What follows belongs to an exercise in optimizing a design on an open flow for small area, a short achievable clock period and few clock cycles; a production flow would make more cautious choices. RTL that was checked went through simulation tests only; none was proved equivalent to the original.

// modular_reduction
module modular_reduction #(
    parameter DATA_WIDTH = 48,
    parameter Q_WIDTH    = 23
) (
    input  wire clk,
    input  wire rst_n,
    input  wire start,
    output reg  done,
    input  wire [DATA_WIDTH-1:0] data_in,
    output wire [Q_WIDTH-1:0]    data_out
);
export LEC_CHECK = 0
export ABC_AREA = 1
export CAP_MARGIN = 20
export CORE_MARGIN = 2
export CORE_UTILIZATION = 40
export SETUP_SLACK_MARGIN = 0.8
export SLEW_MARGIN = 20
create_clock -name core_clock -period 5.0 [get_ports {clk}]
standard.sh (not shown) runs the stock make flow with config.mk's settings and CLKGATE_MAP_FILE= SYNTH_SCRIPT=/design/flow/synth_recipe.tcl, a recipe that flattens the netlist after the stock synthesis.
==> flow/flow/run.sh <==
#!/bin/bash
# Own layout flow: the standard flow with these changes.
#  - Synthesis: the standard flow's synthesis script, except that Yosys's extract_fa runs
#    only inside module fa3 (the RTL's full adder), which is kept as its own
#    module until the final flatten, so every fa3 becomes one
#    sky130_fd_sc_hd__fa_1 and all other logic is left to abc (no half adders
#    and no inverters forced around extracted adders). Everything else,
#    including the final flatten and renaming, is synth_recipe.tcl as given.
#  - If flow/abc.script exists, abc runs it instead of ORFS's abc script.
#  - Port buffers: plain sky130_fd_sc_hd__buf_1 instead of the buffer that
#    buffer_ports picks by itself (a 0.5 ns clkdlybuf4s50_1).
# Each tool's output goes to standard.log (make) and ORFS's own logs.
set -euo pipefail
W=$PWD
S="$FLOW_HOME/scripts/synth.tcl"
grep -q 'extract_fa {\*}\[dont_use_extract_fa_args\]' "$S"
grep -q '^  log_cmd abc {\*}$abc_args$' "$S"
ABC_SED=()
if [[ -f "$W/flow/abc.script" ]]; then
  ABC_SED=(-e "s#^  log_cmd abc {\*}\$abc_args\$#  lset abc_args 1 $W/flow/abc.script\n  log_cmd abc {*}\$abc_args#")
fi
sed -e 's/extract_fa {\*}\[dont_use_extract_fa_args\]/extract_fa -fa fa3/' "${ABC_SED[@]}" \
  "$S" > "$W/own_synth_body.tcl"
sed "s#source \$::env(SCRIPTS_DIR)/synth.tcl#source $W/own_synth_body.tcl#" \
  "$W/synth_recipe.tcl" > "$W/own_synth.tcl"
grep -q "own_synth_body.tcl" "$W/own_synth.tcl"
bash standard.sh "SYNTH_SCRIPT=$W/own_synth.tcl" "SYNTH_KEEP_MODULES=fa3" \
  "BUFFER_PORTS_ARGS=-buffer_cell sky130_fd_sc_hd__buf_1" finish > standard.log 2>&1
==> flow/flow/abc.script <==
&get -n
&st
&dch
&nf -a
&put
topo
stime -c
buffer -c
upsize -c
dnsize -c
Rerun with:
--- a/flow/design.v
+++ b/flow/design.v
@@ -33,14 +33,14 @@
   assign ks9 = x[35] ^ x[45];
   assign kc9 = x[35] & x[45];
   assign ks10 = x[37] ^ x[46];
   assign kc10 = x[37] & x[46];
   assign ks11 = x[38] ^ x[47];
   assign kc11 = x[38] & x[47];
-  assign ks12 = x[40] ^ x[41];
-  assign kc12 = x[40] & x[41];
+  assign ks12 = x[41] ^ x[40];
+  assign kc12 = x[41] & x[40];
   assign ks13 = x[42] ^ kc12;
   assign kc13 = x[42] & kc12;
   assign ks14 = x[43] ^ kc13;
   assign kc14 = x[43] & kc13;
   assign ks15 = x[44] ^ kc14;
   assign kc15 = x[44] & kc14;
@@ -198,25 +198,21 @@
   wire [25:0] cy = {G9_24, G6_23, G9_22, G8_21, G9_20, G7_19, G9_18, G8_17, G9_16, G3_15, G9_14, G8_13, G9_12, G7_11, G9_10, G8_9, G9_8, G2_7, G9_6, G8_5, G9_4, G1_3, G9_2, G0_1, g0[0], 1'b0};
   assign y_next = p0 ^ cy;
   reg [25:0] y;
   always @(posedge clk) begin
     y <= y_next;
   end
-  reg lnz;   
-  always @(posedge clk) begin
-    lnz <= |y_next[12:3];
-  end
   always @(posedge clk or negedge rst_n) begin
     if (!rst_n) done <= 1'b0;
     else        done <= start;
   end
   wire [2:0]  yh = y[25:23];
   wire [9:0]  H  = y[22:13];
   wire [12:0] L  = y[12:0];
   wire        allH = &H[9:3];
-  wire        Lnz  = lnz;
+  wire        Lnz  = |L[12:3];
   wire upc, up, b3, c16, b3_0, b3_1, b13_0, b13_1, c16_0, c16_1;
   wire [2:0] l3, h3, l3_0, l3_1, h3_0, h3_1;
   wire [3:0] dl0 = {1'b0, L[2:0]} - {1'b0, yh};           
   wire [3:0] dl1 = {1'b0, L[2:0]} - {1'b0, yh} - 4'd1;    
   wire [3:0] sh  = {1'b0, H[2:0]} + {1'b0, yh};           
   assign up = allH & (sh[3] | ((sh[2:0] == 3'd7) & (Lnz | (~dl0[3] & (|dl0[2:0])))));
=> The new run finished with timing, DRC and antenna clean. Via count rises by 0.32%. Maximum frequency rises by 2.6%. Worst setup slack gets better by 100 ps. Global-route usage is about the same. Wire length rises by 0.77%. Synthesized area rises by 1.0%. Sequential cell count falls by 1. Core utilization falls by 2.0 points. Clock-buffer cell count stays the same. Die area rises by 0.98%. Sequential share of layout area barely changes.
Testbench counts after the change, summed over its fixed seeds: cycles 16,000.
No functional check of the RTL was part of the first run of this note.

[what the ideal ports hide]
Ports are ideal in the flow. The routed layouts listed here were re-timed in OpenROAD. Step 1 assumes that a clkbuf_16 drives the clock port and a buf_2 every other input. Step 2 moves the port delays by t, midway between the first and last clock arrival at a register: inputs arrive t later, outputs are due t later. That takes back most of the time a late clock gives input paths. a / b / c = ideal ports / drivers / drivers and shift; a / b = the first two.
run | t (ns) | setup slack, ns | worst register clock-pin slew, ns | cell pins on the clock port's net
the first run | 0.301 | 0.880 / 0.868 / 0.566 | 0.09 / 0.09 | 1
the second run | 0.294 | 0.985 / 0.967 / 0.687 | 0.09 / 0.09 | 1
After both steps setup and hold are still met in every run listed. For the first run, which loses most, drivers alone change the setup slack by -0.012 ns; drivers and shift together by -0.314 ns.
